This design comes from an exercise in tuning for small area, a short achievable clock period and few clock cycles per item on the open sky130 flow, not from production work. Function was checked by simulation only, so behaviour that the tests miss may differ from the original. Power is estimated from default activity; no workload was simulated.

File: flow/design.v
`default_nettype none
module top_level(
    clk,
    reset,
    start,
    key_start,
    sram_read_data,
    sram_write_enable,
    sram_write_data,
    sram_addr,
    ram_addr,
    ram_write_data,
    ram_write_enable,
    ram_read_data,
    rom_addr,
    rom_read_data,
    key_not_found,
    key_found,
    secret_key_0,
    secret_key_1,
    secret_key_2,
    secret_key_3,
    secret_key_4,
    secret_key_5
    );
    input  logic clk;
    input  logic reset;
    input  logic start;
    input  logic [23:0] key_start;
    input  logic [7:0] sram_read_data;
    output logic sram_write_enable;
    output logic [7:0] sram_write_data;
    output logic [7:0] sram_addr;
    output logic [4:0] ram_addr;
    output logic [7:0] ram_write_data;
    output logic ram_write_enable;
    input  logic [7:0] ram_read_data;
    output logic [4:0] rom_addr;
    input  logic [7:0] rom_read_data;
    output logic key_not_found;
    output logic key_found;
    output logic [3:0] secret_key_0;
    output logic [3:0] secret_key_1;
    output logic [3:0] secret_key_2;
    output logic [3:0] secret_key_3;
    output logic [3:0] secret_key_4;
    output logic [3:0] secret_key_5;
    localparam [2:0] ST_IDLE = 3'd0;
    localparam [2:0] ST_INIT = 3'd1;
    localparam [2:0] ST_KSA  = 3'd2;
    localparam [2:0] ST_PRGA = 3'd3;
    localparam [2:0] ST_DONE = 3'd4;
    logic [2:0]  st;
    logic        found, fail;
    logic [22:0] key;        
    logic [8:0]  ctr;        
    logic [3:0]  ph;         
    logic [1:0]  km;         
    logic [7:0]  j, jk, si, sj;
    logic        h1r, h2;    
    logic [7:0]  rd;         
    logic [7:0]  ramd;       
    logic [4:0]  nr;         
    logic        ramwe;
    logic [7:0]  a_r, wd_r;
    logic        we_r;
    assign sram_addr = a_r;
    assign sram_write_data = wd_r;
    assign sram_write_enable = we_r;
    assign rom_addr = nr;
    assign ram_addr = nr;
    assign ram_write_data = ramd;
    assign ram_write_enable = ramwe;
    assign key_found = found;
    assign key_not_found = fail;
    assign secret_key_0 = key[3:0];
    assign secret_key_1 = key[7:4];
    assign secret_key_2 = key[11:8];
    assign secret_key_3 = key[15:12];
    assign secret_key_4 = key[19:16];
    assign secret_key_5 = {1'b0, key[22:20]};
    logic in_ksa, in_prga;
    assign in_ksa = (st == ST_KSA);
    assign in_prga = (st == ST_PRGA);
    logic plain_ok;
    assign plain_ok = (ramd >= 8'd97 && ramd <= 8'd122) || ramd == 8'd32;
    logic [8:0] ctr_inc;
    assign ctr_inc = ctr + 9'd1;
    logic [7:0] ctr_m2;
    assign ctr_m2 = ctr[7:0] - 8'd2;
    logic [7:0] kbyte;
    always_comb begin
        case (km)
            2'd0: kbyte = {1'b0, key[22:16]};
            2'd1: kbyte = key[15:8];
            2'd2: kbyte = key[7:0];
            default: kbyte = 8'd0;
        endcase
    end
    logic eq2;                       
    assign eq2 = (j == ctr_m2);
    logic [7:0] si_new;              
    assign si_new = h1r ? si : rd;
    logic [7:0] j_new;
    assign j_new = jk + si_new;
    logic blk256, last_blk;
    assign blk256 = ctr[8] & ~ctr[0];
    assign last_blk = ctr[8] & ctr[0];    
    logic m_ge1, m_ge2;
    assign m_ge1 = (ctr != 9'd0);
    assign m_ge2 = ctr[8] | (ctr[7:1] != 7'd0);
    always_ff @(posedge clk or posedge reset) begin
        if (reset) begin
            st <= ST_IDLE;
            found <= 1'b0;
            fail <= 1'b0;
        end else begin
            case (st)
                ST_IDLE: if (start) st <= ST_INIT;
                ST_INIT: if (ctr == 9'd255) st <= ST_KSA;
                ST_KSA:  if (ph == 4'd2 && last_blk) st <= ST_PRGA;
                ST_PRGA: begin
                    if (ph == 4'd0 && ramwe && nr == 5'd31) begin
                        st <= ST_DONE;
                        found <= 1'b1;
                    end
                    if (ph == 4'd11 && !plain_ok) begin
                        if (key[22]) begin
                            st <= ST_DONE;
                            fail <= 1'b1;
                        end else st <= ST_INIT;
                    end
                end
                default: st <= st;
            endcase
        end
    end
    always_ff @(posedge clk) begin
        rd <= sram_read_data;
        ramd <= sram_read_data ^ rom_read_data;
        jk <= j + kbyte;
        h1r <= in_ksa && (j == ctr[7:0]);
    end
    always_ff @(posedge clk) begin
        ramwe <= 1'b0;
        case (st)
            ST_IDLE: begin
                key <= key_start[22:0];
                ctr <= 9'h1ff;
                we_r <= 1'b0;
            end
            ST_INIT: begin
                a_r <= ctr_inc[7:0];
                wd_r <= ctr_inc[7:0];
                we_r <= (ctr != 9'd255);
                ctr <= (ctr == 9'd255) ? 9'd0 : ctr_inc;
                ph <= 4'd0;
                km <= 2'd0;
                j <= 8'd0;
                si <= 8'd0;      
                sj <= 8'd255;    
            end
            ST_KSA: begin
                case (ph)
                    4'd0: begin
                        a_r <= j;
                        wd_r <= si;
                        we_r <= m_ge1 && !last_blk;
                        if (m_ge2) sj <= h2 ? sj : rd;    
                        ph <= 4'd1;
                    end
                    4'd1: begin
                        a_r <= ctr_m2;
                        wd_r <= sj;
                        we_r <= m_ge2 && !(eq2 && !last_blk);
                        h2 <= eq2;
                        ph <= 4'd2;
                    end
                    default: begin
                        a_r <= ctr_inc[7:0];
                        we_r <= 1'b0;
                        si <= si_new;
                        if (blk256) begin
                            j <= 8'd0;
                            km <= 2'd3;
                        end else begin
                            j <= j_new;
                            if (!last_blk) km <= (km == 2'd2) ? 2'd0 : km + 2'd1;
                        end
                        if (last_blk) begin
                            ctr <= 9'd0;
                            ph <= 4'd3;
                        end else begin
                            ctr <= ctr_inc;
                            ph <= 4'd0;
                        end
                    end
                endcase
            end
            ST_PRGA: begin
                case (ph)
                    4'd2: begin
                        si <= rd;
                        j <= j_new;
                        we_r <= 1'b0;
                    end
                    4'd3: begin
                        a_r <= j;
                        wd_r <= si;
                        we_r <= 1'b1;
                        nr <= ctr[4:0];
                    end
                    4'd6: begin
                        sj <= rd;
                        we_r <= 1'b0;
                    end
                    4'd7: begin
                        a_r <= ctr_inc[7:0];
                        wd_r <= sj;
                        we_r <= 1'b1;
                    end
                    4'd8: begin
                        a_r <= si + sj;
                        we_r <= 1'b0;
                        ctr <= ctr_inc;
                    end
                    4'd11: begin
                        if (!plain_ok) begin
                            key <= key + 23'd1;
                            ctr <= 9'h1ff;
                            we_r <= 1'b0;
                        end else begin
                            a_r <= ctr_inc[7:0];
                            we_r <= 1'b0;
                            ramwe <= 1'b1;
                        end
                    end
                    default: we_r <= 1'b0;
                endcase
                ph <= (ph == 4'd11) ? 4'd0 : ph + 4'd1;
            end
            default: begin
                we_r <= 1'b0;
            end
        endcase
    end
endmodule
File: flow/constraint.sdc
create_clock -name core_clock -period 10.0 [get_ports {clk}]
set_input_delay 2.0000 -clock core_clock [delete_from_list [all_inputs] [get_ports {clk}]]
set_output_delay 2.0000 -clock core_clock [all_outputs]
set_load 0.01 [all_outputs]
File: flow/config.mk
export PLATFORM = sky130hd
export DESIGN_NAME = top_level
export DESIGN_NICKNAME = top_level
export VERILOG_FILES = /design/flow/design.v
export SDC_FILE = /design/flow/constraint.sdc
export NUM_CORES = 4
export LEC_CHECK = 0
export CAP_MARGIN = 20
export CORE_MARGIN = 2
export CORE_UTILIZATION = 40
export SLEW_MARGIN = 20
File: flow/run.sh
#!/bin/bash
# synth_recipe.tcl (not shown) runs the flow's synth.tcl, then flattens the netlist and writes it again
# the make line also repeats each setting of config.mk as NAME=value (left out here)
make -C /OpenROAD-flow-scripts/flow DESIGN_CONFIG=/design/flow/config.mk WORK_HOME=/design/flow/orfs CLKGATE_MAP_FILE= SYNTH_SCRIPT=/design/flow/synth_recipe.tcl finish
==> metrics.yaml, run 1 <==
synth_top_cells_by_count: "edfxtp_1 (84), nand2_1 (66), o21ai_0 (55)"
yosysSeqAreaShare_pct: 45.5
worst_pin_slew_ns: 1.02
grt_util_all_layers_pct: 20.4
synth_ff_type: "edfxtp_1"
stdcell_count: 1018
max-slew-margin-rel_pct: 31.6
design_power_total_mw: 1.16
yosysMostFrequentCell: "edfxtp_1"
drt_iter0_drc: 489
grt_pass1_vias: 5529
vdd_drop_max_mv: 0.111
yosysTopAreaCellShare_pct: 36.0
regArea_um2: 3190
cts_root_buf: "clkbuf_16"
drt-pass1-iter-count: 5
end_kind: "output pin"
cp_num_buf_inv: 1
grt_pass1_wl_um: 29200
finalWeightedCongestion: 0.931
synth-warning-count: 1
netlist_area_um2: 7000
cp_max_fo: 5
grt-ovfl-total: 0
fin_crit_ns: 3.57
synthDistinctLibCells: 70
dp_slack_ns: 6.85
drive_gt1_share_pct: 8.20
drc: 0
cp_cell_sequence: "clkdlybuf4s50_1"
antenna_cells: 0
cts_resized: 0
critPathMaxStageDelay_ns: 0.63
core_um2: 17200
startpoint_type: "flop"
ctsHoldBuffers: 0
syn_nets: 778
rows: 48
antenna_found_initial: 0
syn_area_per_cell_um2: 10.1
cp.arrival_ns: 1.57
crit_type: "flop to output pin"
post_cts.repair.setup_buffers: 0
cpMaxStageDelayCell: "clkdlybuf4s50_1"
clk_pin_slew_ns: 0.06
cts_num_sinks: 116
setup_viol: 0
ys_ff_latch: 116
critical-path-top-delay-family: "buffers and inverters"
slew_viol_final: 0
grt_max_degree: 54
die_area_um2: 18600
async_flop_share_pct: 4.31
max-cap-violations: 0
final_area_um2: 8750
port-buffer-count: 102
final_nets: 867
fp.dieH_um: 136
rsz0062_at_grt: "no"
skew_ns: 0.0138
place_hpwl_um: 13800
htree_levels: 4
cts_buffers: 17
hold_violations: 0
area_growth_pct: 25.0
synth_edf_count: 84
required_ns: 8.00
p_leak_nw: 3.48
max_clock_freq_mhz: 280
dpl_cell_area_um2: 8170
cts_max_path_buffers: 2
cts_tree: "yes"
dp.cells: 986
power.density_nw_per_um2: 132
clock_latency_ns: 0.42
yosys.area.top_type: "edfxtp_1"
synth_cells: 691
status: "timing/DRC/antenna clean"
timing.final.ws_setup_ns: 6.43
wl_per_cell_um: 18.0
post-route-period-util_pct: 35.7
fillerInstances: 1593
vias: 5601
final_antenna_net_count: 0
ios: 113
netlist_top_cells_area: "edfxtp_1 (36%), dfxtp_1 (7.7%), ha_1 (5.9%), xnor2_1 (4.8%), xor2_1 (4.0%)"
multiInputGateArea_um2: 3480
hp-class: "flop to flop"
die_w_um: 136
routed_via_density: 5.50
wirelength_um: 18300
initial_utilization_pct: 40.7
setup_tns_ns: 0
[where the power goes]
group	switching (mW)	leakage, nW	internal [mW]	total [mW]
sequential	0.00442	1.14	0.520	0.524
combinational	0.0176	2.05	0.0319	0.0495
clock	0.209	0.292	0.373	0.582
total	0.231	3.48	0.924	1.16
[stage by stage]
stage	hold WS [ns]	util, %
floorplan	0.421	-
global placement	0.450	47.5
detailed placement	0.456	47.6
global route	0.483	51.0
CTS	0.467	51.0
finish	0.462	51.0
[registers in the layout, indices dropped and copies added (netlist names), 2 cells and up]
signal and flops:
si 8, nr 5, sj 8, j 8
a_r 8, ph 4, ramd 8, km 2
st 3, jk 8, key 23, wd_r 8
rd 8, ctr 9
[cells in the final DEF, fill, tap and decap left out, types with 5 or more instances in the layout]
master	netlist	routed
a211oi_1	5	5
a21o_1	6	6
a21oi_1	21	21
a222oi_1	9	9
a22o_1	10	10
a22oi_1	6	6
a31oi_1	8	8
buf_4	6	5
clkbuf_16	0	20
clkdlybuf4s50_1	0	102
clkinv_2	0	5
dfrtp_1	5	5
dfxtp_1	27	27
edfxtp_1	84	84
ha_1	33	33
inv_1	43	43
mux2_2	6	6
mux2i_1	10	10
nand2_1	66	66
nand3_1	17	17
nor2_1	41	41
nor2b_1	10	10
nor3_1	12	12
o21a_1	5	5
o21ai_0	55	54
o21ai_1	7	7
o21bai_1	5	5
o22ai_1	5	5
or2_2	10	10
or3_1	7	7
xnor2_1	38	38
xor2_1	32	32
[area by class of cell]
class                           instances  area share [%]
Clock inverter                          7           0.486
Timing Repair Buffer                  107            12.1
Tap cell                              225            3.22
Clock buffer                           25            6.16
Multi-Input combinational cell        494            39.7
Sequential cell                       116            36.4
Inverter                               44            1.89
[path summary, 6_finish.rpt]
kind                                   start                 to  slack [ns]  cells past startpoint
min reg2reg                found$_DFFE_PP0P_  found$_DFFE_PP0P_        0.46                      1
max reg2reg                  ph[3]$_DFFE_PN_   ctr[7]$_DFFE_PP_        6.88                      4
min                        found$_DFFE_PP0P_  found$_DFFE_PP0P_        0.46                      1
min in group asynchronous              reset   fail$_DFFE_PP0P_        1.78                      2
max                         key[8]$_DFFE_PP_    secret_key_2[0]        6.43                      1
max in group asynchronous              reset  st[1]$_DFFE_PP0P_        8.06                      2
[layer usage]
layer	GRT usage, %	wire [µm]	up-vias
met5	0	0	-
met4	7.64	409	0
met3	4.70	1160	25
met2	31.9	8660	189
met1	27.6	8070	2695
li1	-	-	2692
[kinds of logic after synthesis]
| family | Yosys count | share of synthesized area, % |
|---|---|---|
| DFF | 116 | 45.5 |
| muxes | 16 | 2.40 |
| and+or+nand+nor | 203 | 15.6 |
| other | 1 | 0.0536 |
| xor gates and xnor gates | 70 | 8.76 |
| adders and majority gates | 36 | 6.76 |
| buffers and inverters | 81 | 5.01 |
| AOI/OAI and AO/OA | 168 | 15.9 |
Testbench counts, summed over its fixed seeds: cycles 442,596, keys 408.
==> run 2: changes to the inputs <==
==> flow/flow/run.sh (new file) <==
#!/bin/bash
# The standard layout, with the port buffers made from the smallest buffer
# cell instead of the flow's default choice.
set -euo pipefail
export BUFFER_PORTS_ARGS="-buffer_cell sky130_fd_sc_hd__buf_1"
bash standard.sh > standard_make.log 2>&1
==> flow/standard.sh (new file) <==
#!/bin/bash
# synth_recipe.tcl (not shown) runs the flow's synth.tcl, then flattens the netlist and writes it again
# the make line also repeats each setting of config.mk as NAME=value (left out here)
make -C /OpenROAD-flow-scripts/flow DESIGN_CONFIG=/design/flow/config.mk WORK_HOME=/design/flow/orfs CLKGATE_MAP_FILE= SYNTH_SCRIPT=/design/flow/synth_recipe.tcl "${@:-finish}"
removed: flow/run.sh
==> run 2 against run 1 <==
Against the previous run:
- still clean on timing, DRC and antenna
- critical path depth unchanged
- power is 1.8% higher
- sequential power is essentially flat
- design area decreased by 6.9%
- worst setup slack better by 0.39 ns
- synthesized cell count did not move
- wire length is 0.16% lower
- core utilization fell by 3.5 points
- clock skew shrank 0.0025 ns
- die area did not move
- sequential cell count unchanged
- combinational power decreased by 33%
- critical endpoint unchanged
- largest cell class unchanged
==> metrics.yaml, run 2 <==
wl_met2_um: 8810
mostFrequentLayoutCells: "buf_1 (102), edfxtp_1 (84), nand2_1 (66)"
grt-ovfl-total: 0
initial_utilization_pct: 40.7
yosysSeqAreaShare_pct: 45.5
cts_buffers: 17
cts_resized: 0
wl_met3_um: 1160
vdd_drop_max_mv: 0.124
grt_max_degree: 54
wl_per_cell_um: 17.9
ios: 113
p_comb_share_pct: 2.8
yosys.area.top_type: "edfxtp_1"
grt_util_all_layers_pct: 20.1
crit_type: "flop to output pin"
drive_gt1_share_pct: 8.31
post_cts.repair.setup_buffers: 0
fin_crit_ns: 3.18
cp_cell_sequence: "buf_1"
antenna_cells: 0
synth-warning-count: 1
drc: 0
p_seq_share_pct: 44.5
routed_via_density: 5.57
required_ns: 8.00
p_sw_share_pct: 20.9
end_kind: "output pin"
startpoint_type: "flop"
regMostFlops: "key"
synth_top_cells_by_count: "edfxtp_1 (84), nand2_1 (66), o21ai_0 (55)"
syn_nets: 778
largest_reg_flops: 23
ys_ff_latch: 116
ctsHoldBuffers: 0
antenna_found_initial: 0
final_antenna_net_count: 0
finalWeightedCongestion: 0.915
die_w_um: 136
intPower_mw: 0.930
skew_ns: 0.0112
setup_tns_ns: 0
port-buffer-count: 102
rsz0062_at_grt: "no"
die_area_um2: 18600
power.density_nw_per_um2: 144
post-route-period-util_pct: 31.8
netlist_top_cells_area: "edfxtp_1 (36%), dfxtp_1 (7.7%), ha_1 (5.9%), xnor2_1 (4.8%), xor2_1 (4.0%)"
hold_violations: 0
hp-class: "flop to flop"
area_growth_pct: 16.4
design_power_total_mw: 1.18
cts_root_buf: "clkbuf_16"
drt-pass1-iter-count: 6
async_flop_share_pct: 4.31
highest_layer: "met4"
max-slew-margin-rel_pct: 36.3
synth_cells: 691
slew_viol_final: 0
grt_pass1_vias: 5458
critPathMaxStageDelay_ns: 0.54
cp_max_fo: 5
syn_area_per_cell_um2: 10.1
clock_latency_ns: 0.43
final_common_cell: "buf_1"
synth_ff_type: "edfxtp_1"
p_clk_share_pct: 52.7
clk_pin_slew_ns: 0.06
cts_max_path_buffers: 2
vias: 5677
yosysMostFrequentCell: "edfxtp_1"
dp_slack_ns: 7.21
place_hpwl_um: 13600
status: "timing/DRC/antenna clean"
critical-path-top-delay-family: "flip-flops"
worst_pin_slew_ns: 0.951
core_um2: 17200
p_leak_nw: 3.22
final_nets: 868
htree_levels: 4
max-cap-violations: 0
max_clock_freq_mhz: 315
netlist_area_um2: 7000
wirelength_um: 18300
grt_pass1_wl_um: 28600
top_regs: "key (23), ctr (9)"
fp.dieH_um: 136
yosysTopAreaCellShare_pct: 36.0
cts_num_sinks: 116
p_switching_mw: 0.246
met1_length_um: 7990
cp_num_buf_inv: 1
whs_ns: 0.465
drt_iter0_drc: 498
rows: 48
synth_edf_count: 84
setup_viol: 0
cts_tree: "yes"
synthDistinctLibCells: 70
timing.final.ws_setup_ns: 6.82
cp.arrival_ns: 1.18
cpMaxStageDelayCell: "edfxtp_1"
==> run 2: layer usage <==
metal  vias to the layer above  track usage [%]
met3                        29             4.55
li1                       2690                -
met2                       226             33.1
met4                         0             7.35
met5                         -                0
met1                      2732             25.9
==> run 2: worst paths after layout <==
path | startpoint | endpoint | slack (ns) | cells past startpoint
hold / removal | found$_DFFE_PP0P_ | found$_DFFE_PP0P_ | 0.47 | 1
min in group asynchronous | reset | fail$_DFFE_PP0P_ | 1.44 | 2
max in group asynchronous | reset | st[2]$_DFFE_PP0P_ | 8.39 | 2
hold reg to reg | found$_DFFE_PP0P_ | found$_DFFE_PP0P_ | 0.47 | 1
setup reg to reg | km[1]$_SDFFCE_PN0P_ | jk[6]$_DFF_P_ | 7.19 | 11
setup / recovery | key[8]$_DFFE_PP_ | secret_key_2[0] | 6.82 | 1
==> run 2: layout make-up <==
cell class	count	area (µm²)
Clock buffer	27	578
Clock inverter	5	31.3
Fill cell	1674	9030
Inverter	44	165
Multi-Input combinational cell	494	3470
Sequential cell	116	3190
Tap cell	225	282
Timing Repair Buffer	108	428
==> run 2: through the flow <==
step	utilization, %	instances	cell area, µm²
after floorplan	-	691	7000
after global placement	43.9	987	7530
after detailed placement	43.9	987	7530
after CTS	47.4	1019	8140
after global routing	47.4	1019	8140
final	47.4	1019	8140
==> run 2: cell families (layout without fill, tap and decap cells) <==
kind of cell,Yosys count,in the layout,share of synthesized area (%)
XOR/XNOR,70,70,8.76
other,1,1,0.0536
flip-flops,116,116,45.5
multiplexers,16,16,2.40
adder cells (fa/ha/maj),36,36,6.76
buffers and inverters,81,184,5.01
AND/OR/NAND/NOR,203,203,15.6
AO/OA/AOI/OAI,168,168,15.9
==> run 2: power groups by stage <==
| stage | registers (mW) | logic, mW | clock network [mW] |
|---|---|---|---|
| 6_report | 0.524 | 0.0331 | 0.620 |
| 5_1_grt | 0.524 | 0.0369 | 0.651 |
| 4_1_cts | 0.524 | 0.0334 | 0.626 |
| 3_5_place_dp | 0.534 | 0.0332 | 0 |
| 3_3_place_gp | 0.533 | 0.0316 | 0 |
| 2_1_floorplan | 0.535 | 0.0163 | 0 |

afterwards: timing with drivers on the ports:
In the flow no input, the clock included, has a driving cell. The finished layouts below were timed again as built, in two steps.
Step 1, drivers: a clkbuf_16 drives clk and a buf_2 each remaining input, both assumed.
Step 2, shift: input delay + t, output delay - t, t = (earliest + latest rising clock arrival at the registers) / 2. This alone moves slack from input paths to output paths.
Three values: ideal, step 1, step 2; two values: the first two.
run | shift t [ns] | slack for setup (ns) | worst setup path at the end
run 1 | 0.451 | 6.431 / 6.391 / 6.842 | register to output
run 2 | 0.462 | 6.821 / 6.779 / 7.188 | register to register
After both steps setup and hold are still met in every run listed.
